Background: an optimization exercise with open tools, aiming at small area and a short achievable clock period. Do not read the settings as production practice. The RTL was checked by simulation tests, not by an equivalence proof against the original design.

## flow/design.v (module list and top-level ports; edited modules follow where they fit)
// module mac_unit: 1930 lines
// module mac_hi2: 17 lines
// module mac_muxi: 3 lines
// module mac_fa: 5 lines
// module mac_hai: 4 lines
// module mac_xnor: 3 lines
// module mac_or: 3 lines
// module mac_aoi21: 3 lines
// module mac_nand2: 3 lines
// module mac_nor2: 3 lines
// module mac_oai21: 3 lines
// module mac_xor: 3 lines
module mac_unit #(
    parameter AW = 16,
    parameter BW = 16,
    parameter ACCW = 40,
    parameter SIGNED = 0
)(
    input  wire clk,
    input  wire rst_n,
    input  wire en,
    input  wire valid_in,
    input  wire [AW-1:0] a,
    input  wire [BW-1:0] b,
    output reg  valid_out,
    output reg  [ACCW-1:0] acc_out
);
  // ...
==> flow/run.sh <==
#!/bin/bash
# synth_recipe.tcl (not shown) runs the flow's synth.tcl, then flattens the netlist and writes it again
# the make line also repeats each setting of config.mk as NAME=value (left out here)
make -C /OpenROAD-flow-scripts/flow DESIGN_CONFIG=/design/flow/config.mk WORK_HOME=/design/flow/orfs CLKGATE_MAP_FILE= SYNTH_SCRIPT=/design/flow/synth_recipe.tcl finish
==> flow/config.mk <==
export PLATFORM = sky130hd
export DESIGN_NAME = mac_unit
export DESIGN_NICKNAME = mac_unit
export VERILOG_FILES = /design/flow/design.v
export SDC_FILE = /design/flow/constraint.sdc
export NUM_CORES = 4
export LEC_CHECK = 0
export CAP_MARGIN = 20
export CORE_MARGIN = 2
export CORE_UTILIZATION = 65
export CTS_BUF_LIST = sky130_fd_sc_hd__clkbuf_4 sky130_fd_sc_hd__clkbuf_8
export SETUP_SLACK_MARGIN = 3.75
export SLEW_MARGIN = 20
export SYNTH_HIERARCHICAL = 1
export SYNTH_MINIMUM_KEEP_SIZE = 0
==> flow/constraint.sdc <==
create_clock -name core_clock -period 7.0 [get_ports {clk}]
set_input_delay 1.4000 -clock core_clock [delete_from_list [all_inputs] [get_ports {clk}]]
set_output_delay 1.4000 -clock core_clock [all_outputs]
set_load 0.01 [all_outputs]
==> results.ini, run 1 <==
[floorplanning]
n_tap_cell = 225

[finish]
final_cell_mix = nand2_1 (308), fa_1 (171), dfxtp_1 (122), a21oi_2 (75), nor2_1 (63)
syn_to_final_growth_pct = 19.5
multi_input_area_sq_um = 8990
multi_input_area_share_pct = 66.0
largestRegisters = pr x81, acc_out x40
largest_register = pr
largest_register_ffs = 81

[clock_tree]
clk_pin_slew_ps = 80
hold_buffers = 0

[placed_design]
gp_congestion = 0.926
dp.cells = 1428

[timing]
hold-worst-slack_ps = 490

[run_status]
outcome = timing/DRC/antenna clean

[route]
via_per_inst = 5.97
wl_met2_um = 15000

[min_path]
min_from = acc_out[30]$_SDFFE_PN0P_
min_path_cells = 2

[global_route]
grt_pass1_vias = 9032
grtUsageMet3_pct = 7.72
grt.busiest_layer = met2
grt-ovfl-total = 0
grt_first_pass_wirelength_um = 47200

[yosys]
synth_edf_count = 0
yosysTopAreaCell = fa_1
ys_top_cells_by_count = nand2_1 (349), fa_1 (224), dfxtp_1 (123), nor2_1 (79), a21oi_2 (78)
synthCells = 1200

[critical_path]
cp_top_family = adder cells
cpPeakStageDelay_ps = 580
slowest_stage = fa_1

==> inputs of run 2 (changes only) <==
--- a/flow/config.mk
+++ b/flow/config.mk
@@ -10,5 +10,5 @@
 export CORE_UTILIZATION = 65
 export CTS_BUF_LIST = sky130_fd_sc_hd__clkbuf_4 sky130_fd_sc_hd__clkbuf_8
-export SETUP_SLACK_MARGIN = 3.75
+export SETUP_SLACK_MARGIN = 3.65
 export SLEW_MARGIN = 20
 export SYNTH_HIERARCHICAL = 1
==> run 2 against run 1 <==
Against the previous run:
- routed wire length decreased by 3.0%
- still clean
- hold slack better by 3.1 ps
- fmax shrank 0.33%
- synthesized cell count stayed put
- critical endpoint is now pr[37]$_DFF_P_
- global-route usage rose by 0.40 points
- highest routed layer unchanged
==> results.ini, run 2 <==
[run_status]
outcome = timing/DRC/antenna clean

[critical_path]
cpPeakStageDelay_ps = 540  ; -40 ps
cp_top_family = adder cells
slowest_stage = fa_1
regToRegStartpoint = pr[40]$_DFF_P_
path_buf_inv = 1
path_class = primary input to flip-flop
required_ps = 7310
worst_setup_path_end_kind = flip-flop
cp_max_fo = 16
critical_path.startpoint_type = primary input
crit_arrival_ps = 3640
worstPathCellList = buf_4 -> nand2_1 -> fa_1 -> fa_1 -> fa_1 -> fa_1
cp_common_cell = fa_1
reg2reg_to = acc_out[37]$_DFF_P_
rr_worst_depth = 12
reg2reg_slack_ps = 3740

[finish]
register_area_sq_um = 2460
fillerInstances = 1251
antenna_cells = 0
final_common_cell = nand2_1
largest_register_ffs = 81  ; unchanged
final_cell_mix = nand2_1 (325), fa_1 (184), dfxtp_1 (123), a21oi_2 (75), nor2_1 (67)
utilization_pct = 75.5
largestRegisters = pr x81, acc_out x40
drive_above_1_share_pct = 20.9
multi_input_area_sq_um = 8840  ; -1.6%
syn_to_final_growth_pct = 14.1
final_nets = 1487
post-route-cell-area_sq_um = 13000
largest_register = pr

[yosys]
synth-seq-cells = 123
synth-main-ff-cell = dfxtp_1
yosysSeqAreaShare_pct = 21.6
synth.most_common_cell = nand2_1
synthCells = 1200  ; unchanged
synth_top_area_share_pct = 39.3
async_flop_share_pct = 0
yosysTopAreaCell = fa_1
ys_top_cells_by_count = nand2_1 (349), fa_1 (224), dfxtp_1 (123), nor2_1 (79), a21oi_2 (78)
synth.distinct_cells = 29
ys_warn_count = 7
synth.avg_cell_area_sq_um = 9.50
syn_area_sq_um = 11400
netlist_top_cells_area = fa_1 (39%), dfxtp_1 (22%), nand2_1 (11%)
synth_edf_count = 0  ; unchanged

[min_path]
hold_path_end = acc_out[30]$_SDFFE_PN0P_
min_from = acc_out[30]$_SDFFE_PN0P_
min_path_cells = 2  ; unchanged
hp-class = flip-flop to flip-flop

[floorplanning]
die_h_um = 136
fp.dieW_um = 136
start_util_pct = 66.1
design.core.area_sq_um = 17200
rows = 48
die-area_sq_um = 18600
ios = 77

[timing]
fmax_ghz = 0.300
skew_ps = 19.0
setup_tns_ps = 0
rsz0062_at_grt = yes
final-setup-viol-count = 0
fin_crit_ps = 3330
maxSlewHeadroom_pct = 42.9
period_share_pct = 47.6
tightest_slew_ps = 854
final_max_slew_viol_count = 0
finalHoldViolCount = 0
hold-worst-slack_ps = 493  ; +3.09 ps

[route]
wl_per_cell_um = 20.5
postRouteWirelength_um = 30100
drc = 0
ant_nets = 0
first_iter_violations = 619
via_per_inst = 5.92  ; -0.80%
route.vias.total = 8673
first_pass_iters = 5

[clock_tree]
hold_buffers = 0  ; unchanged
cts_tree = yes
cts-root-buf = clkbuf_8
cts_num_sinks = 123
ctsLongestPathBuffers = 2
cts_max_level = 4
cts_buffers = 17
clkLatencyLatePin_ps = 450
clk_pin_slew_ps = 70  ; about the same

[job]
maxCapViolations = 0

[global_route]
grt_antenna_before_repair = 0
grt_max_degree = 40
grt_first_pass_wirelength_um = 47600  ; +0.82%
grt-ovfl-total = 0  ; unchanged
grt_pass1_vias = 9018  ; -0.16%
grtUsageTotal_pct = 34.5

[placed_design]
placed_area_sq_um = 12300
io_buffers = 76
hpwl_um = 22500
gp_congestion = 0.924  ; -0.17%

run 2: cell types whose count changed in the layout (fill, tap and decap cells not counted), moves of 5 or more:
| cell | delta |
|---|---|
| nand2_1 | +17 |
| buf_16 | -6 |
| nand2_2 | -12 |
| fa_1 | +13 |
| buf_4 | -16 |
| fa_2 | -13 |
| clkbuf_4 | +7 |
| buf_8 | -16 |
| nand2_4 | -5 |
run 2: logic make-up after synthesis:
| logic type | Yosys count | synth area share [%] |
|---|---|---|
| other cells | 1 | 0.0329 |
| buf+inv | 120 | 4.59 |
| xor+xnor | 85 | 6.53 |
| simple gates | 454 | 15.5 |
| fa+ha+maj | 225 | 39.4 |
| mux | 8 | 0.713 |
| compound gates | 184 | 11.6 |
| flops | 123 | 21.6 |
run 2: modules after synthesis (local to each module, per instance), excerpt:
module,cells,cell area (sq um),flops+latches,times used
mac_unit,602,4660,123,1
mac_fa,1,20.0,0,224
mac_oai21,1,5.00,0,57
mac_xor,1,8.76,0,33
mac_xnor,1,8.76,0,16
mac_aoi21,1,8.76,0,78
mac_nor2,1,3.75,0,79
mac_nand2,1,3.75,0,57
mac_or,1,6.26,0,16
mac_muxi,1,10.0,0,7
run 2: what timing repair did:
item,in CTS,in global routing
buffers inserted,0,5
endpoints found under the setup margin,82,33
pin swaps,0,22
resized for setup,194,74
run 2: metal layers:
layer,global-route usage [%],share of wire (%)
met1,46.4,39
met2,54.7,47
met3,9.10,9.9
met4,12.4,3.3
met5,0,0
run 2: stage by stage:
step / instances / worst slack [ps]
after global routing: 1464 / 3590
after detailed placement: 1427 / 2290
final: 1464 / 3670
after CTS: 1459 / 3610
after floorplan: 1201 / 3310
after global placement: 1427 / 2370
run 2: worst min-delay path, cell delays in order, from the launching register on:
cell and delay (ps):
dfxtp_1 320, nand2_1 60, o22ai_1 60
run 2: worst max path at each step:
stage	start	to	slack, ps	depth (start not counted)
floorplan	b[15]	pr[59]$_DFF_P_	3310	7
global placement	a[6]	pr[59]$_DFF_P_	2370	6
detailed placement	a[10]	pr[59]$_DFF_P_	2290	6
CTS	a[13]	pr[59]$_DFF_P_	3610	6
global route	pr[50]$_DFF_P_	acc_out[34]$_DFF_P_	3590	12
finish	b[7]	pr[37]$_DFF_P_	3670	6
run 2: final cells by class:
| type | count | area share [%] |
|---|---|---|
| Multi-Input combinational cell | 958 | 68.0 |
| Sequential cell | 123 | 18.9 |
| Timing Repair Buffer | 83 | 6.09 |
| Tap cell | 225 | 2.16 |
| Clock buffer | 19 | 1.96 |
| Clock inverter | 13 | 1.65 |
| Inverter | 43 | 1.24 |
==> inputs of run 3 (changes only) <==
--- a/flow/config.mk
+++ b/flow/config.mk
@@ -10,5 +10,5 @@
 export CORE_UTILIZATION = 65
 export CTS_BUF_LIST = sky130_fd_sc_hd__clkbuf_4 sky130_fd_sc_hd__clkbuf_8
-export SETUP_SLACK_MARGIN = 3.65
+export SETUP_SLACK_MARGIN = 3.6
 export SLEW_MARGIN = 20
 export SYNTH_HIERARCHICAL = 1
==> run 3 against run 2 <==
Against the previous run:
- setup slack worse by 36 ps
- die area stayed put
- routed wire length increased by 0.17%
- final cell count barely moved
- highest routed layer is now met5
==> results.ini, run 3 <==
[placed_design]
hpwl_um = 22900  ; +1.8%
gp_congestion = 0.978  ; +5.8%
preCtsSetupSlack_ps = 2340  ; +45.2 ps
io_buffers = 76  ; unchanged

[timing]
fin_crit_ps = 3370  ; +36.4 ps
setup_ws_ps = 3630  ; -36.4 ps
final_max_slew_viol_count = 0  ; unchanged
rsz0062_at_grt = yes
maxSlewHeadroom_pct = 40.6  ; -2.3 points
skew_ps = 15.1  ; -3.95 ps
tightest_slew_ps = 888  ; +34.3 ps
final-setup-viol-count = 0  ; unchanged
period_share_pct = 48.1  ; +0.52 points
fmax_ghz = 0.297  ; -1.1%
finalHoldViolCount = 0  ; unchanged
setup_tns_ps = 0  ; unchanged

[finish]
final_nets = 1489  ; +0.13%
largest_register_ffs = 81  ; unchanged
drive_above_1_share_pct = 19.1  ; -1.8 points
antenna_cells = 0  ; unchanged
final_common_cell = nand2_1
largestRegisters = pr x81, acc_out x40
syn_to_final_growth_pct = 12.3
final_cell_mix = nand2_1 (330), fa_1 (192), dfxtp_1 (123), a21oi_2 (78), nor2_1 (71)
largest_register = pr
fillerInstances = 1299  ; +3.8%

[clock_tree]
hold_buffers = 0  ; unchanged
clk_pin_slew_ps = 80  ; about the same
cts_buffers = 17  ; unchanged
cts_max_level = 4  ; unchanged
ctsLongestPathBuffers = 2  ; unchanged
cts-root-buf = clkbuf_8
clkLatencyLatePin_ps = 460  ; about the same
cts_tree = yes
cts_num_sinks = 123  ; unchanged

[yosys]
synthCells = 1200  ; unchanged
synth.distinct_cells = 29  ; unchanged
netlist_top_cells_area = fa_1 (39%), dfxtp_1 (22%), nand2_1 (11%)
synth_edf_count = 0  ; unchanged
synth-main-ff-cell = dfxtp_1
ys_warn_count = 7  ; unchanged
synth.most_common_cell = nand2_1
syn_area_sq_um = 11400  ; unchanged
synth.avg_cell_area_sq_um = 9.50  ; unchanged
ys_top_cells_by_count = nand2_1 (349), fa_1 (224), dfxtp_1 (123), nor2_1 (79), a21oi_2 (78)
async_flop_share_pct = 0  ; unchanged
yosysTopAreaCell = fa_1
yosysSeqAreaShare_pct = 21.6  ; unchanged
synth_top_area_share_pct = 39.3  ; unchanged
synth-seq-cells = 123  ; unchanged

[job]
maxCapViolations = 0  ; unchanged

[floorplanning]
die_h_um = 136  ; unchanged
design.core.area_sq_um = 17200  ; unchanged
rows = 48  ; unchanged
die-area_sq_um = 18600  ; unchanged
fp.dieW_um = 136  ; unchanged
start_util_pct = 66.1  ; unchanged
ios = 77  ; unchanged

[global_route]
grt-ovfl-total = 0  ; unchanged
grt_first_pass_wirelength_um = 48200  ; +1.4%
grt_antenna_before_repair = 1  ; +1
grt_max_degree = 40  ; unchanged
grtUsageTotal_pct = 34.9  ; +0.35 points
grt_pass1_vias = 9057  ; +0.43%

[critical_path]
path_class = primary input to flip-flop
cp_common_cell = fa_2
cp_max_fo = 16  ; unchanged
cpPeakStageDelay_ps = 570  ; +30 ps
path_buf_inv = 1  ; unchanged
cp_top_family = adder cells
slowest_stage = fa_1
required_ps = 7340  ; +30 ps
critical_path.startpoint_type = primary input
worstPathCellList = buf_2 -> nand2_1 -> fa_2 -> fa_2 -> fa_1 -> fa_2
worst_setup_path_end_kind = flip-flop
crit_arrival_ps = 3710  ; +70 ps

[run_status]
outcome = timing/DRC/antenna clean

[route]
route.vias.total = 8687  ; +0.16%
wl_per_cell_um = 20.6  ; +0.10%
postRouteWirelength_um = 30100  ; +0.17%
ant_nets = 0  ; unchanged
first_pass_iters = 4  ; -1
via_per_inst = 5.93  ; about the same
first_iter_violations = 711  ; +15%
drc = 0  ; unchanged

[min_path]
hp-class = flip-flop to flip-flop

-- run 3: cell count changes in the layout (fill, tap and decap cells not counted), sizes merged --
cell           previous run  this run
clkdlybuf4s50            43        44
clkinv                    4         3
clkbuf                   25        33
dlymetal6s2s              1         0
buf                      33        25
clkinvlp                  2         4
-- run 3: layout make-up --
| type | instances | area (sq um) | share of cell area (%) |
|---|---|---|---|
| clock inverter | 14 | 220 | 1.72 |
| sequential | 123 | 2460 | 19.2 |
| clock buffer | 17 | 234 | 1.83 |
| timing repair buffer | 85 | 749 | 5.85 |
| tap | 225 | 282 | 2.20 |
| multi-input combinational | 958 | 8700 | 67.9 |
| inverter | 43 | 161 | 1.26 |
-- run 3: final timing paths --
kind	startpoint	endpoint	slack, ps	cells past startpoint
worst max register to register	pr[38]$_DFF_P_	acc_out[26]$_SDFFE_PN0P_	3680	12
worst min-delay path	acc_out[31]$_SDFFE_PN0P_	acc_out[31]$_SDFFE_PN0P_	500	2
worst max-delay path	b[0]	pr[16]$_DFF_P_	3630	6
worst min register to register	acc_out[31]$_SDFFE_PN0P_	acc_out[31]$_SDFFE_PN0P_	500	2
-- run 3: worst reg2reg max path, cell delays in order, from the launching register on --
cell and delay (ps):
dfxtp_1 320, fa_1 440, fa_1 510, fa_1 470
xor2_2 200, buf_4 150, a21oi_2 190, o21ai_1 150
a21oi_2 170, o21ai_1 100, a21oi_2 190, xor2_1 190
o22ai_1 90
-- run 3: timing repair --
item | CTS | global route
endpoints found under the hold margin | 0 | 0
pin swaps | 0 | 5
buffers inserted | 0 | 7
resized for setup | 175 | 49
endpoints found under the setup margin | 77 | 41
-- run 3: modules after synthesis, one instance, submodules excluded, excerpt --
module	area, sq um	flops+latches	cells	times used
mac_or	6.26	0	1	16
mac_oai21	5.00	0	1	57
mac_xor	8.76	0	1	33
mac_unit	4660	123	602	1
mac_nor2	3.75	0	1	79
mac_xnor	8.76	0	1	16
mac_muxi	10.0	0	1	7
mac_aoi21	8.76	0	1	78
mac_fa	20.0	0	1	224
mac_nand2	3.75	0	1	57
-- run 3: per-stage QoR --
step	hold WS (ps)	instance area, sq um	utilization, %	cells
floorplan	504	12000	-	1201
global placement	481	12200	71.0	1427
detailed placement	489	12200	71.0	1427
CTS	501	12600	73.2	1458
global route	528	12800	74.3	1465
finish	498	12800	74.3	1465
-- run 3: cells by family (layout without fill, tap and decap cells) --
logic type	Yosys count	count (layout)	share of synthesized area (%)
AND/OR/NAND/NOR	454	454	15.5
adder cells (fa/ha/maj)	225	225	39.4
AO/OA/AOI/OAI	184	184	11.6
flip-flops	123	123	21.6
buffers and inverters	120	159	4.59
XOR/XNOR	85	85	6.53
multiplexers	8	8	0.713
other	1	2	0.0329
-- run 3: layer usage --
layer	track usage [%]	vias to the layer above	part of all wire, %
met5	0	-	0.040
met1	45.9	4341	40
met4	12.9	2	3.3
li1	-	3810	-
met3	10.1	90	9.6
met2	55.4	444	47
==> inputs of run 4 (changes only) <==
--- a/flow/config.mk
+++ b/flow/config.mk
@@ -10,5 +10,5 @@
 export CORE_UTILIZATION = 65
 export CTS_BUF_LIST = sky130_fd_sc_hd__clkbuf_4 sky130_fd_sc_hd__clkbuf_8
-export SETUP_SLACK_MARGIN = 3.6
+export SETUP_SLACK_MARGIN = 3.7
 export SLEW_MARGIN = 20
 export SYNTH_HIERARCHICAL = 1
==> run 4 against run 3 <==
Against the previous run:
- still clean
- via count fell by 1.1%
- non-clock buffer count fell by 3
==> results.ini, run 4 <==
[critical_path]
rr_worst_depth = 12  ; unchanged
cp_max_fo = 16  ; unchanged
crit_arrival_ps = 3620  ; -90 ps
reg2reg_to = acc_out[38]$_DFF_P_
required_ps = 7330  ; about the same
worst_setup_path_end_kind = flip-flop
critical_path.startpoint_type = primary input
regToRegStartpoint = pr[33]$_DFF_P_
reg2reg_slack_ps = 3760  ; +80 ps
path_class = primary input to flip-flop

[placed_design]
gp_congestion = 0.898  ; -8.1%
placed_area_sq_um = 12300  ; +0.14%
hpwl_um = 22300  ; -2.7%
io_buffers = 76  ; unchanged
dp.cells = 1427  ; unchanged
preCtsSetupSlack_ps = 2290  ; -51.7 ps

[timing]
skew_ps = 19.9  ; +4.85 ps
period_share_pct = 47.0  ; -1.1 points
setup_tns_ps = 0  ; unchanged
maxSlewHeadroom_pct = 39.5  ; -1.2 points
fmax_ghz = 0.304  ; +2.4%
fin_crit_ps = 3290  ; -77.4 ps
final-setup-viol-count = 0  ; unchanged
finalHoldViolCount = 0  ; unchanged
tightest_slew_ps = 905  ; +17.2 ps
setup_ws_ps = 3710  ; +77.4 ps
final_max_slew_viol_count = 0  ; unchanged
rsz0062_at_grt = yes
hold-worst-slack_ps = 487  ; -11.0 ps

[route]
first_pass_iters = 5  ; +1
drc = 0  ; unchanged
route.vias.total = 8588  ; -1.1%
wl_per_cell_um = 19.9  ; -3.0%
ant_nets = 0  ; unchanged
first_iter_violations = 548  ; -23%
postRouteWirelength_um = 29200  ; -3.1%
via_per_inst = 5.87  ; -1.0%

[global_route]
grt_antenna_before_repair = 0  ; -1
grt_pass1_vias = 9068  ; +0.12%
grt-ovfl-total = 0  ; unchanged
grtUsageTotal_pct = 33.9  ; -1.0 points
grt_first_pass_wirelength_um = 46800  ; -2.9%
grt_max_degree = 40  ; unchanged

[clock_tree]
cts_buffers = 17  ; unchanged
cts_tree = yes
ctsLongestPathBuffers = 2  ; unchanged
cts-root-buf = clkbuf_8
cts_max_level = 4  ; unchanged
clkLatencyLatePin_ps = 450  ; about the same
cts_num_sinks = 123  ; unchanged
hold_buffers = 0  ; unchanged
clk_pin_slew_ps = 80  ; about the same

[min_path]
min_from = acc_out[30]$_SDFFE_PN0P_
hp-class = flip-flop to flip-flop
min_path_cells = 2  ; unchanged
hold_path_end = acc_out[30]$_SDFFE_PN0P_

[yosys]
synth-main-ff-cell = dfxtp_1
syn_area_sq_um = 11400  ; unchanged
netlist_top_cells_area = fa_1 (39%), dfxtp_1 (22%), nand2_1 (11%)
synth_top_area_share_pct = 39.3  ; unchanged
synth.avg_cell_area_sq_um = 9.50  ; unchanged
synth.distinct_cells = 29  ; unchanged
yosysSeqAreaShare_pct = 21.6  ; unchanged
synth.most_common_cell = nand2_1
async_flop_share_pct = 0  ; unchanged
synthCells = 1200  ; unchanged
ys_top_cells_by_count = nand2_1 (349), fa_1 (224), dfxtp_1 (123), nor2_1 (79), a21oi_2 (78)
ys_warn_count = 7  ; unchanged
synth_edf_count = 0  ; unchanged
synth-seq-cells = 123  ; unchanged
yosysTopAreaCell = fa_1

[finish]
antenna_cells = 0  ; unchanged
largestRegisters = pr x81, acc_out x40
post-route-cell-area_sq_um = 13000  ; +1.4%
instances_no_fill = 1463  ; -0.14%
largest_register = pr
final_nets = 1486  ; -0.20%
drive_above_1_share_pct = 20.8  ; +1.7 points
final_cell_mix = nand2_1 (325), fa_1 (184), dfxtp_1 (123), a21oi_2 (75), nor2_1 (67)
final_common_cell = nand2_1
syn_to_final_growth_pct = 13.9
largest_register_ffs = 81  ; unchanged

[floorplanning]
rows = 48  ; unchanged
design.core.area_sq_um = 17200  ; unchanged
die_h_um = 136  ; unchanged
die-area_sq_um = 18600  ; unchanged
start_util_pct = 66.1  ; unchanged
ios = 77  ; unchanged
fp.dieW_um = 136  ; unchanged

[run_status]
outcome = timing/DRC/antenna clean

[job]
maxCapViolations = 0  ; unchanged

run 4: changes by cell type in the layout (fill, tap and decap cells not counted), moves of 4 or more:
cell | before | now
nand2_1 | 330 | 325
nand2_2 | 15 | 19
buf_6 | 3 | 15
buf_8 | 0 | 6
nor2_1 | 71 | 67
fa_1 | 192 | 184
clkbuf_4 | 16 | 1
fa_2 | 32 | 40
buf_2 | 4 | 0
run 4: layer usage:
layer	track usage [%]	share of wire (%)	vias to the layer above
li1	-	-	3783
met1	45.3	40	4303
met2	54.1	48	432
met3	7.94	8.6	70
met4	13.3	3.2	0
met5	0	0	-
run 4: repair_timing:
action | in CTS | in global routing
pin swaps | 3 | 13
setup endpoints to repair | 89 | 38
setup buffers | 3 | 1
resized for setup | 208 | 69
run 4: how the worst max path moves through the flow:
stage	startpoint	to	slack [ps]
after floorplan	b[15]	pr[59]$_DFF_P_	3310
after global placement	a[6]	pr[59]$_DFF_P_	2360
after detailed placement	b[11]	pr[59]$_DFF_P_	2290
after CTS	b[11]	pr[59]$_DFF_P_	3660
after global routing	pr[33]$_DFF_P_	acc_out[19]$_SDFFE_PN0P_	3590
final	b[1]	pr[32]$_DFF_P_	3710
run 4: per-module statistics from Yosys (local to each module, per instance), excerpt:
module	flops+latches	cell area, sq um	cells inside	copies in the design
mac_unit	123	4660	602	1
mac_muxi	0	10.0	1	7
mac_xor	0	8.76	1	33
mac_xnor	0	8.76	1	16
mac_aoi21	0	8.76	1	78
mac_or	0	6.26	1	16
mac_nor2	0	3.75	1	79
mac_nand2	0	3.75	1	57
run 4: stage by stage:
step                util (%)
floorplan                  -
global placement        71.1
detailed placement      71.1
CTS                     73.7
global route            75.4
finish                  75.4
run 4: kinds of logic (layout without fill, tap and decap cells):
kind of cell,Yosys count,in the layout,share of synthesized area [%]
buffers and inverters,120,157,4.59
DFF,123,123,21.6
adders and majority gates,225,225,39.4
xor gates and xnor gates,85,85,6.53
and+or+nand+nor,454,454,15.5
muxes,8,8,0.713
AOI/OAI and AO/OA,184,184,11.6
other,1,2,0.0329
run 4: worst max-delay path: stages:
cell	delay (ps)
buf_4	220
nand2_1	110
fa_1	510
fa_2	400
fa_1	530
fa_2	440
run 4: cell type report:
class / instances / area (sq um)
fill: 1283 / 4250
inverter: 43 / 161
timing repair buffer: 82 / 842
clock inverter: 14 / 184
clock buffer: 18 / 248
sequential: 123 / 2460
multi-input combinational: 958 / 8810
tap: 225 / 282
==> inputs of run 5 (changes only) <==
--- a/flow/config.mk
+++ b/flow/config.mk
@@ -8,5 +8,5 @@
 export CAP_MARGIN = 20
 export CORE_MARGIN = 2
-export CORE_UTILIZATION = 65
+export CORE_UTILIZATION = 72
 export CTS_BUF_LIST = sky130_fd_sc_hd__clkbuf_4 sky130_fd_sc_hd__clkbuf_8
 export SETUP_SLACK_MARGIN = 3.7
==> run 5 against run 4 <==
Against the previous run:
- via count rose by 9.7%
- global-route usage rose by 7.6 points
- hold slack improved by 3.7 ps
- synthesized area did not move
- flip-flop and latch count did not move
- synthesized cell count did not move
- critical endpoint is now acc_out[19]$_SDFFE_PN0P_
==> results.ini, run 5 <==
[run_status]
outcome = timing/DRC/antenna clean

[timing]
tightest_slew_ps = 903  ; -2.65 ps
rsz0062_at_grt = yes
setup_tns_ps = 0  ; unchanged
setup_ws_ps = 3510  ; -205 ps
final_max_slew_viol_count = 0  ; unchanged
fmax_ghz = 0.286  ; -5.9%
period_share_pct = 49.9  ; +2.9 points
final-setup-viol-count = 0  ; unchanged
finalHoldViolCount = 0  ; unchanged
hold-worst-slack_ps = 491  ; +3.67 ps
maxSlewHeadroom_pct = 39.7  ; +0.18 points
skew_ps = 14.4  ; -5.56 ps
fin_crit_ps = 3490  ; +205 ps

[route]
via_per_inst = 6.44  ; +9.8%
first_iter_violations = 1003  ; +83%
postRouteWirelength_um = 34400  ; +18%
first_pass_iters = 6  ; +1
wl_per_cell_um = 23.5  ; +18%
drc = 0  ; unchanged
route.vias.total = 9419  ; +9.7%
ant_nets = 0  ; unchanged

[yosys]
synthCells = 1200  ; unchanged
ys_top_cells_by_count = nand2_1 (349), fa_1 (224), dfxtp_1 (123), nor2_1 (79), a21oi_2 (78)
synth_top_area_share_pct = 39.3  ; unchanged
synth_edf_count = 0  ; unchanged
synth.avg_cell_area_sq_um = 9.50  ; unchanged
netlist_top_cells_area = fa_1 (39%), dfxtp_1 (22%), nand2_1 (11%)
yosysSeqAreaShare_pct = 21.6  ; unchanged
async_flop_share_pct = 0  ; unchanged
yosysTopAreaCell = fa_1
ys_warn_count = 7  ; unchanged
synth.distinct_cells = 29  ; unchanged
synth.most_common_cell = nand2_1
synth-seq-cells = 123  ; unchanged
synth-main-ff-cell = dfxtp_1
syn_area_sq_um = 11400  ; unchanged

[global_route]
grt_first_pass_wirelength_um = 51600  ; +10%
grt_pass1_vias = 9746  ; +7.5%
grtUsageTotal_pct = 41.5  ; +7.6 points
grt_antenna_before_repair = 1  ; +1
grt-ovfl-total = 0  ; unchanged
grt_max_degree = 40  ; unchanged

[placed_design]
io_buffers = 76  ; unchanged
gp_congestion = 0.992  ; +10%
preCtsSetupSlack_ps = 2270  ; -17.0 ps
hpwl_um = 22800  ; +2.3%
placed_area_sq_um = 12200  ; -0.14%

[finish]
antenna_cells = 0  ; unchanged
syn_to_final_growth_pct = 16.3
largest_register_ffs = 81  ; unchanged
final_common_cell = nand2_1
post-route-cell-area_sq_um = 13300  ; +2.1%
largestRegisters = pr x81, acc_out x40
final_nets = 1499  ; +0.87%
final_cell_mix = nand2_1 (320), fa_1 (182), dfxtp_1 (121), a21oi_2 (75), nor2_1 (65)
largest_register = pr
drive_above_1_share_pct = 22.7  ; +1.9 points

[critical_path]
cp_common_cell = a21oi_2
critical_path.startpoint_type = flip-flop
path_buf_inv = 0  ; -1
reg2reg_to = acc_out[19]$_SDFFE_PN0P_
worst_setup_path_end_kind = flip-flop
cp_top_family = adder cells
cpPeakStageDelay_ps = 530  ; about the same
reg2reg_slack_ps = 3510  ; -250 ps
rr_worst_depth = 11  ; -1
required_ps = 7310  ; -20 ps
path_class = flip-flop to flip-flop
cp_max_fo = 4  ; -12
regToRegStartpoint = pr[33]$_DFF_P_
worstPathCellList = fa_1 -> fa_1 -> fa_2 -> xor2_4 -> a21oi_2 -> o21ai_1 -> a21oi_2 -> o21ai_1 -> a21oi_2 -> xor2_1 -> o22ai_1
slowest_stage = fa_1
crit_arrival_ps = 3810  ; +190 ps

[job]
maxCapViolations = 0  ; unchanged

[floorplanning]
rows = 45  ; -6.3%
design.core.area_sq_um = 15300  ; -11%
fp.dieW_um = 130  ; -4.8%
die-area_sq_um = 16900  ; -9.4%
start_util_pct = 74.4  ; +8.3 points
die_h_um = 130  ; -4.8%
ios = 77  ; unchanged

[clock_tree]
cts_num_sinks = 123  ; unchanged
cts_tree = yes
hold_buffers = 0  ; unchanged
clk_pin_slew_ps = 80  ; about the same
cts_buffers = 17  ; unchanged
ctsLongestPathBuffers = 2  ; unchanged
cts_max_level = 4  ; unchanged
cts-root-buf = clkbuf_8
clkLatencyLatePin_ps = 470  ; +20 ps

[min_path]
min_from = acc_out[32]$_SDFFE_PN0P_
hp-class = flip-flop to flip-flop
hold_path_end = acc_out[32]$_SDFFE_PN0P_
min_path_cells = 2  ; unchanged

run 5: cell counts after synthesis:
No cell type changed its count.
run 5: per-module statistics from Yosys, one instance, submodules excluded, a selection:
module / copies in the design / cells inside / flops+latches / cell area (sq um)
mac_oai21: 57 / 1 / 0 / 5.00
mac_muxi: 7 / 1 / 0 / 10.0
mac_or: 16 / 1 / 0 / 6.26
mac_xor: 33 / 1 / 0 / 8.76
mac_fa: 224 / 1 / 0 / 20.0
mac_xnor: 16 / 1 / 0 / 8.76
mac_unit: 1 / 602 / 123 / 4660
mac_nand2: 57 / 1 / 0 / 3.75
mac_nor2: 79 / 1 / 0 / 3.75
mac_aoi21: 78 / 1 / 0 / 8.76
run 5: cells by family after synthesis:
kind of cell | synth area share [%]
muxes | 0.713
xor gates and xnor gates | 6.53
DFF | 21.6
adders and majority gates | 39.4
and+or+nand+nor | 15.5
buffers and inverters | 4.59
AOI/OAI and AO/OA | 11.6
other | 0.0329
run 5: timing repair:
action,CTS,global route
pin swaps,4,31
endpoints found under the setup margin,93,40
buffers inserted,6,11
gates resized for setup,207,113
run 5: worst register-to-register path: cells and delay by family (launching register included):
family / cells / cell delay [ps]
flops: 1 / 330
compound gates: 6 / 1110
xor+xnor: 2 / 430
fa+ha+maj: 3 / 1470
run 5: per-stage QoR:
stage	std cells	utilization, %
after global routing	1462	86.6
after CTS	1451	82.9
after detailed placement	1413	79.9
after global placement	1413	79.9
final	1462	86.6
after floorplan	1201	-
run 5: area by class of cell:
type	instances	area [sq um]
clock buffers	18	248
clock inverters	14	183
fillers	810	2060
inverters	43	161
multi-input cells	958	8910
flip-flops and latches	123	2460
well taps	211	264
repair buffers	95	1020
run 5: how the worst max path moves through the flow:
stage	start	end	slack, ps	cells after the start
floorplan	b[15]	pr[59]$_DFF_P_	3310	7
global placement	a[6]	pr[59]$_DFF_P_	2370	6
detailed placement	b[11]	pr[59]$_DFF_P_	2270	6
CTS	b[10]	pr[59]$_DFF_P_	3670	6
global route	pr[33]$_DFF_P_	acc_out[36]$_DFF_P_	3400	12
finish	pr[33]$_DFF_P_	acc_out[19]$_SDFFE_PN0P_	3510	11
run 5: layer usage:
metal	share of wire [%]	vias up	track usage, %
met2	47	824	67.1
met5	0.038	-	0
li1	-	3826	-
met3	12	245	10.1
met4	7.6	2	21.9
met1	33	4522	52.3
==> inputs of run 6 (changes only) <==
--- a/flow/config.mk
+++ b/flow/config.mk
@@ -8,6 +8,7 @@
 export CAP_MARGIN = 20
 export CORE_MARGIN = 2
-export CORE_UTILIZATION = 72
+export CORE_UTILIZATION = 80
 export CTS_BUF_LIST = sky130_fd_sc_hd__clkbuf_4 sky130_fd_sc_hd__clkbuf_8
+export PLACE_DENSITY = 0.8
 export SETUP_SLACK_MARGIN = 3.7
 export SLEW_MARGIN = 20
==> run 6 against run 5 <==
Against the previous run:
- the flow now stops in global routing (5_1_grt)
- synthesized area unchanged
- synthesized cell count unchanged
==> results.ini, run 6 <==
[placed_design]
hpwl_um = 25700  ; +12%
placed_area_sq_um = 12200  ; -0.32%
io_buffers = 76  ; unchanged
gp_congestion = 0.963  ; -2.9%

[yosys]
ys_top_cells_by_count = nand2_1 (349), fa_1 (224), dfxtp_1 (123), nor2_1 (79), a21oi_2 (78)
synthAdderAreaFrac_pct = 39.4  ; unchanged
netlist_top_cells_area = fa_1 (39%), dfxtp_1 (22%), nand2_1 (11%)
synthCells = 1200  ; unchanged
synth_compound_area_share_pct = 11.6  ; unchanged
yosysTopAreaCell = fa_1
yosysSeqAreaShare_pct = 21.6  ; unchanged
synth-seq-cells = 123  ; unchanged
synth-main-ff-cell = dfxtp_1
synthXorXnorAreaFrac_pct = 6.53  ; unchanged
synth_edf_count = 0  ; unchanged
synth_top_family_by_area = adder cells
ys_warn_count = 7  ; unchanged
syn_area_sq_um = 11400  ; unchanged
yosys.area_share.simple_pct = 15.5  ; unchanged
synth_top_area_share_pct = 39.3  ; unchanged
synth.distinct_cells = 29  ; unchanged
async_flop_share_pct = 0  ; unchanged
synthMuxAreaShare_pct = 0.713  ; unchanged
synth.most_common_cell = nand2_1
synth.avg_cell_area_sq_um = 9.50  ; unchanged

[floorplanning]
ios = 77  ; unchanged
fp.dieW_um = 123  ; -5.0%
die_h_um = 123  ; -5.0%
start_util_pct = 82.1  ; +7.7 points
rows = 43  ; -4.4%

[clock_tree]
cts-root-buf = clkbuf_8
cts_buffers = 17  ; unchanged
ctsLongestPathBuffers = 2  ; unchanged
cts_max_level = 4  ; unchanged
cts_num_sinks = 123  ; unchanged
hold_buffers = 0  ; unchanged

[run_status]
stop_stage = global routing (5_1_grt)
error = [ERROR DPL-0038] Utilization greater than 100%, impossible to legalize
outcome = stopped before the end

[timing]
worst_endpoint = acc_out[25]$_SDFFE_PN0P_/D
worstEpCategory = sequential cell input

[global_route]
grt_max_degree = 40

-- run 6: cell counts after synthesis --
Identical to the previous run, type by type.
-- run 6: per-stage QoR --
stage	instances	setup WS [ps]	util, %
floorplan	1201	3310	-
global placement	1382	2400	87.9
detailed placement	1382	2220	87.9
CTS	1424	3670	92.3
-- run 6: repair_timing --
action	CTS
gates resized for setup	233
setup endpoints to repair	95
setup buffers	11
pin swaps	9
cloned	0
-- run 6: per-module statistics from Yosys (local to each module, per instance), excerpt --
| module | area, sq um | cells inside | flip-flops and latches | times used |
|---|---|---|---|---|
| mac_muxi | 10.0 | 1 | 0 | 7 |
| mac_xor | 8.76 | 1 | 0 | 33 |
| mac_nand2 | 3.75 | 1 | 0 | 57 |
| mac_oai21 | 5.00 | 1 | 0 | 57 |
| mac_or | 6.26 | 1 | 0 | 16 |
| mac_fa | 20.0 | 1 | 0 | 224 |
| mac_nor2 | 3.75 | 1 | 0 | 79 |
| mac_aoi21 | 8.76 | 1 | 0 | 78 |
| mac_xnor | 8.76 | 1 | 0 | 16 |
| mac_unit | 4660 | 602 | 123 | 1 |
-- run 6: worst min-delay path by stage --
stage | to | depth (start not counted) | slack (ps)
after detailed placement | acc_out[32]$_SDFFE_PN0P_ | 2 | 490
after CTS | acc_out[31]$_SDFFE_PN0P_ | 2 | 500
after global placement | acc_out[30]$_SDFFE_PN0P_ | 2 | 470
after floorplan | acc_out[2]$_SDFFE_PN0P_ | 2 | 500
-- run 6: cells by family after synthesis --
| kind of cell | after synthesis |
|---|---|
| xor gates and xnor gates | 85 |
| adders and majority gates | 225 |
| and+or+nand+nor | 454 |
| other | 1 |
| AOI/OAI and AO/OA | 184 |
| buffers and inverters | 120 |
| DFF | 123 |
| muxes | 8 |
==> inputs of run 7 (changes only) <==
--- a/flow/config.mk
+++ b/flow/config.mk
@@ -6,9 +6,9 @@
 export NUM_CORES = 4
 export LEC_CHECK = 0
+export ABC_AREA = 1
 export CAP_MARGIN = 20
 export CORE_MARGIN = 2
-export CORE_UTILIZATION = 80
+export CORE_UTILIZATION = 65
 export CTS_BUF_LIST = sky130_fd_sc_hd__clkbuf_4 sky130_fd_sc_hd__clkbuf_8
-export PLACE_DENSITY = 0.8
 export SETUP_SLACK_MARGIN = 3.7
 export SLEW_MARGIN = 20
==> run 7 against run 6 <==
Against the previous run:
- the run now finishes clean
- synthesized area is 10% higher
- synthesized cell count increased by 36%
==> results.ini, run 7 <==
[yosys]
async_flop_share_pct = 0  ; unchanged
yosysTopAreaCell = fa_1
syn_area_sq_um = 12600  ; +10%
synth.distinct_cells = 24  ; -17%
synth-main-ff-cell = dfxtp_1
synthCells = 1626  ; +36%
synth.most_common_cell = nand2_1
ys_warn_count = 7  ; unchanged
ys_top_cells_by_count = nand2_1 (676), inv_1 (257), fa_1 (224), dfxtp_1 (123), a21oi_2 (107)
synth_top_area_share_pct = 35.7  ; -3.6 points
synth.avg_cell_area_sq_um = 7.72  ; -19%
yosysSeqAreaShare_pct = 19.6  ; -2.0 points
synth_edf_count = 0  ; unchanged
synth-seq-cells = 123  ; unchanged
netlist_top_cells_area = fa_1 (36%), nand2_1 (20%), dfxtp_1 (20%)

[timing]
finalHoldViolCount = 0
fmax_ghz = 0.306
fin_crit_ps = 3270
skew_ps = 16.9
tightest_slew_ps = 972
maxSlewHeadroom_pct = 35.2
period_share_pct = 46.8
final_max_slew_viol_count = 0
rsz0062_at_grt = yes
hold-worst-slack_ps = 473
setup_tns_ps = 0
final-setup-viol-count = 0

[finish]
register_area_sq_um = 2470
fillerInstances = 1428
antenna_cells = 0
syn_to_final_growth_pct = 13.3
final_nets = 1919
final_cell_mix = nand2_1 (638), inv_1 (256), fa_1 (185), dfxtp_1 (120), a21oi_2 (102)
final_common_cell = nand2_1
multi_input_area_sq_um = 9130
drive_above_1_share_pct = 17.5
largest_register_ffs = 81
instances_no_fill = 1931
largestRegisters = pr x81, acc_out x40
largest_register = pr

[floorplanning]
start_util_pct = 66.7  ; -15 points
fp.dieW_um = 143  ; +16%
rows = 50  ; +16%
die_h_um = 143  ; +16%
ios = 77  ; unchanged
design.core.area_sq_um = 18800
die-area_sq_um = 20400

[placed_design]
gp_congestion = 0.955  ; -0.87%
hpwl_um = 25200  ; -1.8%
dp.cells = 1889  ; +37%
io_buffers = 76  ; unchanged

[route]
postRouteWirelength_um = 33000
wl_per_cell_um = 17.1
via_per_inst = 5.34
drc = 0
first_pass_iters = 5
route.vias.total = 10300
first_iter_violations = 679
ant_nets = 0

[clock_tree]
cts_max_level = 4  ; unchanged
cts_buffers = 17  ; unchanged
cts_tree = yes
ctsLongestPathBuffers = 2  ; unchanged
cts_num_sinks = 123  ; unchanged
cts-root-buf = clkbuf_8
hold_buffers = 0  ; unchanged
clkLatencyLatePin_ps = 460
clk_pin_slew_ps = 80

[global_route]
grt_max_degree = 50
grtUsageTotal_pct = 34.1
grt-ovfl-total = 0
grt_first_pass_wirelength_um = 52600
grt_pass1_vias = 10300
grt_antenna_before_repair = 0

[critical_path]
worst_setup_path_end_kind = flip-flop
critical_path.startpoint_type = flip-flop
worstPathCellList = fa_2 -> fa_1 -> fa_1 -> nand2_1 -> nand2_4 -> nand2_4 -> nor2_4 -> nand2_4 -> nor2_4 -> nand2_2 -> o21ai_4 -> clkinvlp_4 -> nand2_1 -> nand2_1
crit_arrival_ps = 3630
slowest_stage = fa_1
cp_top_family = adder cells
cp_max_fo = 7
path_buf_inv = 1
cpPeakStageDelay_ps = 560
path_class = flip-flop to flip-flop
required_ps = 7350

[min_path]
hp-class = flip-flop to flip-flop

[job]
maxCapViolations = 0

[run_status]
outcome = timing/DRC/antenna clean

==> run 7: cell count changes after synthesis, moves of 7 or more <==
cell,previous run,this run
xor2_1,55,0
a21oi_1,12,3
nand2_1,349,676
a21oi_2,78,107
xnor2_1,30,0
a211oi_2,8,0
or2_1,16,0
inv_1,43,257
mux2i_1,7,0
buf_2,40,33
o22ai_1,21,0
==> run 7: stage by stage <==
| stage | setup WS (ps) | util, % | cell area, sq um |
|---|---|---|---|
| 4_1_cts | 3700 | 73.5 | 13800 |
| 3_3_place_gp | 2340 | 71.1 | 13400 |
| 3_5_place_dp | 2270 | 71.1 | 13400 |
| 6_report | 3730 | 75.5 | 14200 |
| 5_1_grt | 3560 | 75.5 | 14200 |
| 2_1_floorplan | 3310 | - | 13200 |
==> run 7: layer usage <==
layer  GRT usage [%]  vias up  wire, um
met1            44.6     4855     12900
li1                -     4837         -
met5               0        -         0
met4            14.0        0      1190
met2            55.4      522     15700
met3            7.88       90      3190
==> run 7: repair_timing <==
action,in CTS,in global routing
cloned,1,0
setup endpoints to repair,78,31
setup buffers,0,9
pin swaps,0,41
gates resized for setup,215,84
==> run 7: area by class of cell <==
class	count	share of cell area [%]
clock buffers	19	1.84
inverters	258	6.88
repair inverters	1	0.0528
multi-input cells	1172	64.2
flip-flops and latches	123	17.3
repair buffers	85	6.05
clock inverters	13	1.33
well taps	260	2.29
==> run 7: logic make-up (layout without fill, tap and decap cells) <==
kind of cell,count (synthesis),count (layout),share of synthesized area [%]
flops,123,123,19.6
fa+ha+maj,225,225,35.8
compound gates,174,174,10.2
simple gates,770,770,23.3
buf+inv,333,376,11.0
other cells,1,3,0.0299
==> run 7: final timing paths <==
check | endpoint | start | slack, ps | depth (start not counted)
min reg2reg | valid_out$_SDFF_PN0_ | valid_reg$_DFF_P_ | 470 | 2
min | valid_out$_SDFF_PN0_ | valid_reg$_DFF_P_ | 470 | 2
max | acc_out[34]$_DFF_P_ | pr[35]$_DFF_P_ | 3730 | 14
max reg2reg | acc_out[34]$_DFF_P_ | pr[35]$_DFF_P_ | 3730 | 14
==> run 7: worst register-to-register path: cells and delay by family, from the launching register on <==
| kind | cells | cell delay (ps) |
|---|---|---|
| buffers and inverters | 1 | 220 |
| and+or+nand+nor | 9 | 930 |
| AOI/OAI and AO/OA | 1 | 220 |
| DFF | 1 | 330 |
| adders and majority gates | 3 | 1470 |
==> run 7: Yosys stat by module (local to each module, per instance), excerpt <==
| module | cells | area (sq um) | times used |
|---|---|---|---|
| mac_xnor | 5 | 18.8 | 16 |
| mac_unit | 753 | 5110 | 1 |
| mac_or | 3 | 11.3 | 16 |
| mac_aoi21 | 1 | 8.76 | 78 |
| mac_xor | 5 | 18.8 | 33 |
| mac_muxi | 6 | 22.5 | 7 |
| mac_oai21 | 1 | 5.00 | 57 |
| mac_nand2 | 1 | 3.75 | 57 |
| mac_fa | 1 | 20.0 | 224 |
| mac_nor2 | 1 | 3.75 | 79 |
==> inputs of run 8 (changes only) <==
--- a/flow/config.mk
+++ b/flow/config.mk
@@ -6,5 +6,4 @@
 export NUM_CORES = 4
 export LEC_CHECK = 0
-export ABC_AREA = 1
 export CAP_MARGIN = 20
 export CORE_MARGIN = 2
@@ -15,2 +14,3 @@
 export SYNTH_HIERARCHICAL = 1
 export SYNTH_MINIMUM_KEEP_SIZE = 0
+export TNS_END_PERCENT = 50
==> run 8 against run 7 <==
Against the previous run:
- fmax fell by 1.9%
- utilization decreased by 0.30 points
- count of clock-buffer cells in the layout decreased by 2
- via count down 17%
- synthesized cell count fell by 26%
- synthesized area is 9.2% lower
- sequential share of layout area rose by 1.7 points
- critical endpoint is now pr[59]$_DFF_P_
- highest routed layer unchanged
==> results.ini, run 8 <==
[run_status]
outcome = timing/DRC/antenna clean

[clock_tree]
cts_buffers = 17  ; unchanged
clkLatencyLatePin_ps = 460  ; about the same
cts-root-buf = clkbuf_8
cts_num_sinks = 123  ; unchanged
cts_max_level = 4  ; unchanged
cts_tree = yes
clk_pin_slew_ps = 80  ; about the same
ctsLongestPathBuffers = 2  ; unchanged

[global_route]
grt_antenna_before_repair = 0  ; unchanged
grt_pass1_vias = 8822  ; -14%
grt_max_degree = 40  ; -20%
grtUsageTotal_pct = 34.6  ; +0.42 points
grt_first_pass_wirelength_um = 47300  ; -10%
grt-ovfl-total = 0  ; unchanged

[route]
postRouteWirelength_um = 30100  ; -8.7%
first_iter_violations = 636  ; -6.3%
route.vias.total = 8586  ; -17%
ant_nets = 0  ; unchanged
first_pass_iters = 5  ; unchanged
wl_per_cell_um = 20.5  ; +20%
drc = 0  ; unchanged
via_per_inst = 5.85  ; +9.7%

[timing]
maxSlewHeadroom_pct = 40.0  ; +4.8 points
fmax_ghz = 0.300  ; -1.9%
final-setup-viol-count = 0  ; unchanged
fin_crit_ps = 3340  ; +63.1 ps
period_share_pct = 47.7  ; +0.90 points
tightest_slew_ps = 898  ; -74.3 ps
setup_tns_ps = 0  ; unchanged
final_max_slew_viol_count = 0  ; unchanged
finalHoldViolCount = 0  ; unchanged
rsz0062_at_grt = yes
setup_ws_ps = 3660  ; -63.1 ps
skew_ps = 12.2  ; -4.73 ps

[yosys]
synth-seq-cells = 123  ; unchanged
netlist_top_cells_area = fa_1 (39%), dfxtp_1 (22%), nand2_1 (11%)
synthCells = 1200  ; -26%
ys_warn_count = 7  ; unchanged
yosysSeqAreaShare_pct = 21.6  ; +2.0 points
yosysTopAreaCell = fa_1
synth.distinct_cells = 29  ; +21%
synth_top_area_share_pct = 39.3  ; +3.6 points
synth-main-ff-cell = dfxtp_1
syn_area_sq_um = 11400  ; -9.2%
ys_top_cells_by_count = nand2_1 (349), fa_1 (224), dfxtp_1 (123), nor2_1 (79), a21oi_2 (78)
synth_edf_count = 0  ; unchanged
synth.avg_cell_area_sq_um = 9.50  ; +23%
async_flop_share_pct = 0  ; unchanged
synth.most_common_cell = nand2_1

[job]
maxCapViolations = 0  ; unchanged

[floorplanning]
fp.dieW_um = 136  ; -4.6%
die_h_um = 136  ; -4.6%
die-area_sq_um = 18600  ; -9.0%
design.core.area_sq_um = 17200  ; -8.5%
rows = 48  ; -4.0%
ios = 77  ; unchanged
start_util_pct = 66.1  ; -0.54 points

[min_path]
min_path_cells = 2  ; unchanged
hp-class = flip-flop to flip-flop

[finish]
largest_register_ffs = 81  ; unchanged
final_nets = 1491  ; -22%
largestRegisters = pr x81, acc_out x40
final_cell_mix = nand2_1 (327), fa_1 (186), dfxtp_1 (122), a21oi_2 (74), nor2_1 (65)
antenna_cells = 0  ; unchanged
final_common_cell = nand2_1
syn_to_final_growth_pct = 13.7
drive_above_1_share_pct = 21.3  ; +3.9 points
largest_register = pr

[critical_path]
worst_setup_path_end_kind = flip-flop
path_class = primary input to flip-flop
crit_arrival_ps = 3680  ; +50 ps
rr_worst_depth = 12  ; -2
cp_max_fo = 16  ; +9
required_ps = 7340  ; about the same
critical_path.startpoint_type = primary input

[placed_design]
preCtsSetupSlack_ps = 2310  ; +37.5 ps
gp_congestion = 0.960  ; +0.62%
io_buffers = 76  ; unchanged
hpwl_um = 22700  ; -9.8%

run 8: final timing paths:
path / from / endpoint / slack, ps
worst min-delay path: acc_out[31]$_SDFFE_PN0P_ / acc_out[31]$_SDFFE_PN0P_ / 490
worst max-delay path: b[10] / pr[59]$_DFF_P_ / 3660
worst max register to register: pr[33]$_DFF_P_ / acc_out[17]$_SDFFE_PN0P_ / 3740
worst min register to register: acc_out[31]$_SDFFE_PN0P_ / acc_out[31]$_SDFFE_PN0P_ / 490
run 8: cells by family after synthesis:
logic type | synth area share [%]
simple gates | 15.5
compound gates | 11.6
xor+xnor | 6.53
flops | 21.6
buf+inv | 4.59
fa+ha+maj | 39.4
mux | 0.713
other cells | 0.0329
run 8: worst max-delay path: stages:
cell	delay, ps
buf_4	230
nand2_1	110
fa_1	570
fa_1	440
fa_1	520
fa_1	400
run 8: metrics by stage:
step	instance area (sq um)	hold slack [ps]	util (%)	cells
global route	13000	521	75.2	1467
detailed placement	12200	485	71.0	1427
floorplan	12000	504	-	1201
global placement	12200	478	71.0	1427
finish	13000	494	75.2	1467
CTS	12700	495	73.5	1460
run 8: final cells by class:
class                      instances  area, sq um
tap                              225          282
clock inverter                    14          221
fill                            1267         4270
multi-input combinational        958         8830
inverter                          43          164
timing repair buffer              87          768
sequential                       123         2460
clock buffer                      17          234
run 8: layer usage:
| layer | routed length (um) | GRT usage (%) | up-vias | part of all wire [%] |
|---|---|---|---|---|
| met3 | 2990 | 10.2 | 66 | 9.9 |
| met5 | 0 | 0 | - | 0 |
| met1 | 11800 | 45.7 | 4272 | 39 |
| met2 | 14300 | 54.4 | 443 | 48 |
| li1 | - | - | 3805 | - |
| met4 | 936 | 13.0 | 0 | 3.1 |
run 8: timing repair:
action	in CTS	in global routing
endpoints found under the setup margin	93	40
hold buffers	0	0
pin swaps	2	24
endpoints found under the hold margin	0	0
buffers inserted	2	7
gates resized for setup	199	60
run 8: modules after synthesis (local to each module, per instance), excerpt:
| module | times used | flops+latches |
|---|---|---|
| mac_oai21 | 57 | 0 |
| mac_nor2 | 79 | 0 |
| mac_fa | 224 | 0 |
| mac_xor | 33 | 0 |
| mac_aoi21 | 78 | 0 |
| mac_unit | 1 | 123 |
| mac_nand2 | 57 | 0 |
| mac_xnor | 16 | 0 |
| mac_muxi | 7 | 0 |
| mac_or | 16 | 0 |
==> inputs of run 9 (changes only) <==
--- a/flow/config.mk
+++ b/flow/config.mk
@@ -14,3 +14,3 @@
 export SYNTH_HIERARCHICAL = 1
 export SYNTH_MINIMUM_KEEP_SIZE = 0
-export TNS_END_PERCENT = 50
+export TNS_END_PERCENT = 20
==> run 9 against run 8 <==
Against the previous run:
- routed wire length grew 2.7%
- fmax shrank 1.0%
- design area shrank 2.1%
- clock skew shrank 4.0 ps
- utilization shrank 1.6 points
- largest cell class unchanged
- sequential share of layout area grew 0.41 points
==> results.ini, run 9 <==
[run_status]
outcome = timing/DRC/antenna clean

[timing]
period_share_pct = 48.2  ; +0.49 points
final-setup-viol-count = 0  ; unchanged
fmax_ghz = 0.297  ; -1.0%
tightest_slew_ps = 927  ; +29.2 ps
rsz0062_at_grt = yes
maxSlewHeadroom_pct = 38.0  ; -1.9 points
finalHoldViolCount = 0  ; unchanged
skew_ps = 8.22  ; -3.98 ps
final_max_slew_viol_count = 0  ; unchanged
fin_crit_ps = 3370  ; +34.2 ps
setup_tns_ps = 0  ; unchanged

[finish]
largest_register_ffs = 81  ; unchanged
final_common_cell = nand2_1
syn_to_final_growth_pct = 11.3
instances_no_fill = 1462  ; -0.34%
fillerInstances = 1319  ; +4.1%
register_area_sq_um = 2460  ; unchanged
final_cell_mix = nand2_1 (341), fa_1 (205), dfxtp_1 (122), a21oi_2 (77), nor2_1 (72)
antenna_cells = 0  ; unchanged
largest_register = pr
multi_input_area_sq_um = 8620  ; -2.4%
largestRegisters = pr x81, acc_out x40
drive_above_1_share_pct = 16.9  ; -4.4 points
utilization_pct = 73.6  ; -1.6 points
final_nets = 1485  ; -0.40%

[floorplanning]
ios = 77  ; unchanged
fp.dieW_um = 136  ; unchanged
start_util_pct = 66.1  ; unchanged
rows = 48  ; unchanged
die_h_um = 136  ; unchanged
design.core.area_sq_um = 17200  ; unchanged
die-area_sq_um = 18600  ; unchanged

[yosys]
synth.distinct_cells = 29  ; unchanged
async_flop_share_pct = 0  ; unchanged
synthCells = 1200  ; unchanged
synth_edf_count = 0  ; unchanged
yosysTopAreaCell = fa_1
yosysSeqAreaShare_pct = 21.6  ; unchanged
synth.avg_cell_area_sq_um = 9.50  ; unchanged
synth.most_common_cell = nand2_1
ys_top_cells_by_count = nand2_1 (349), fa_1 (224), dfxtp_1 (123), nor2_1 (79), a21oi_2 (78)
syn_area_sq_um = 11400  ; unchanged
synth_top_area_share_pct = 39.3  ; unchanged
synth-main-ff-cell = dfxtp_1
netlist_top_cells_area = fa_1 (39%), dfxtp_1 (22%), nand2_1 (11%)
ys_warn_count = 7  ; unchanged
synth-seq-cells = 123  ; unchanged

[global_route]
grt_pass1_vias = 9332  ; +5.8%
grt_antenna_before_repair = 0  ; unchanged
grtUsageTotal_pct = 35.8  ; +1.2 points
grt_first_pass_wirelength_um = 49100  ; +3.8%
grt-ovfl-total = 0  ; unchanged
grt_max_degree = 40  ; unchanged

[clock_tree]
cts_buffers = 17  ; unchanged
ctsLongestPathBuffers = 2  ; unchanged
hold_buffers = 0  ; unchanged
cts_tree = yes
cts_num_sinks = 123  ; unchanged
cts_max_level = 4  ; unchanged
clkLatencyLatePin_ps = 440  ; -20 ps
cts-root-buf = clkbuf_8
clk_pin_slew_ps = 70  ; about the same

[critical_path]
critical_path.startpoint_type = primary input
worst_setup_path_end_kind = flip-flop
crit_arrival_ps = 3690  ; about the same
cp_max_fo = 16  ; unchanged
required_ps = 7320  ; -20 ps
path_class = primary input to flip-flop

[job]
maxCapViolations = 0  ; unchanged

[route]
ant_nets = 0  ; unchanged
route.vias.total = 8623  ; +0.43%
first_iter_violations = 773  ; +22%
via_per_inst = 5.90  ; +0.77%
postRouteWirelength_um = 30900  ; +2.7%
wl_per_cell_um = 21.1  ; +3.1%
drc = 0  ; unchanged
first_pass_iters = 5  ; unchanged

[min_path]
hp-class = flip-flop to flip-flop

[placed_design]
gp_congestion = 0.945  ; -1.6%
dp.cells = 1427  ; unchanged
io_buffers = 76  ; unchanged
hpwl_um = 23300  ; +2.5%

[run 9: timing repair]
action | CTS | global route
setup endpoints to repair | 92 | 45
pin swaps | 0 | 11
buffers inserted | 0 | 3
resized for setup | 203 | 24
[run 9: metal layers]
| layer | global-route usage, % | vias to the layer above | wire, um |
|---|---|---|---|
| li1 | - | 3788 | - |
| met1 | 45.7 | 4293 | 12200 |
| met2 | 58.6 | 457 | 14800 |
| met3 | 9.81 | 85 | 2880 |
| met4 | 13.7 | 0 | 1020 |
| met5 | 0 | - | 0 |
[run 9: stage by stage]
stage          setup WS (ps)  cell area [sq um]  hold WS (ps)
5_1_grt                 3560              12700           518
3_3_place_gp            2360              12200           479
2_1_floorplan           3310              11900           504
4_1_cts                 3660              12600           493
3_5_place_dp            2300              12200           482
6_report                3630              12700           492
[run 9: worst max-delay path: stages]
cell and delay (ps):
buf_4 220, nand2_1 110, fa_1 570, fa_1 440, fa_1 530, fa_1 410
[run 9: path summary, 6_finish.rpt]
path | depth (start not counted) | start | to | slack [ps]
min reg2reg | 2 | acc_out[30]$_SDFFE_PN0P_ | acc_out[30]$_SDFFE_PN0P_ | 490
max | 6 | b[11] | pr[45]$_DFF_P_ | 3630
min | 2 | acc_out[30]$_SDFFE_PN0P_ | acc_out[30]$_SDFFE_PN0P_ | 490
max reg2reg | 12 | pr[52]$_DFF_P_ | acc_out[36]$_DFF_P_ | 3730
[run 9: area by class of cell]
type | instances | area share (%)
clock buffers | 20 | 2.12
clock inverters | 12 | 1.34
repair buffers | 81 | 5.74
inverters | 43 | 1.27
well taps | 225 | 2.22
flip-flops and latches | 123 | 19.4
multi-input cells | 958 | 67.9
[run 9: cells by family (layout without fill, tap and decap cells)]
family	after synthesis	after routing	share of synthesized area, %
buf+inv	120	156	4.59
xor+xnor	85	85	6.53
fa+ha+maj	225	225	39.4
other cells	1	2	0.0329
mux	8	8	0.713
compound gates	184	184	11.6
flops	123	123	21.6
simple gates	454	454	15.5
[run 9: Yosys stat by module, one instance, submodules excluded, a selection]
module	flip-flops and latches	copies in the design	cell area, sq um	cells inside
mac_aoi21	0	78	8.76	1
mac_fa	0	224	20.0	1
mac_muxi	0	7	10.0	1
mac_nand2	0	57	3.75	1
mac_nor2	0	79	3.75	1
mac_oai21	0	57	5.00	1
mac_unit	123	1	4660	602
mac_xnor	0	16	8.76	1
mac_xor	0	33	8.76	1

what the ideal ports hide:
In the flow no input, the clock included, has a driving cell. The finished layouts below were timed again as built, in two steps. Step 1, drivers: a clkbuf_16 drives clk and a buf_2 each remaining input, both assumed. Step 2 adds t to the input delays and takes it off the output delays; t is the mean of the earliest and latest rising clock arrival at the registers after step 1. Input paths then give back, and output paths get back, about the clock's delay inside the block. Three values: ideal, step 1, step 2; two values: the first two.
| run | t (ns) | slack for setup (ns) | slew at the worst register clock pin (ns) | worst data-port slew with drivers (ns) |
|---|---|---|---|---|
| run 1 | 0.487 | 3.681 / 3.582 / 3.095 | 0.08 / 0.08 | 0.14 |
| run 2 | 0.484 | 3.670 / 3.673 / 3.189 | 0.09 / 0.09 | 0.05 |
| run 3 | 0.488 | 3.633 / 3.645 / 3.156 | 0.08 / 0.08 | 0.04 |
| run 4 | 0.482 | 3.711 / 3.727 / 3.245 | 0.09 / 0.09 | 0.06 |
| run 5 | 0.502 | 3.505 / 3.505 / 3.136 | 0.08 / 0.08 | 0.08 |
| run 7 | 0.492 | 3.727 / 3.725 / 3.232 | 0.08 / 0.08 | 0.06 |
| run 8 | 0.489 | 3.664 / 3.679 / 3.190 | 0.08 / 0.08 | 0.04 |
| run 9 | 0.473 | 3.629 / 3.644 / 3.171 | 0.07 / 0.07 | 0.04 |
After both steps every run listed still meets setup and hold. The setup slack of run 1, which loses most, moves by -0.099 ns with the drivers and by -0.586 ns with both steps.
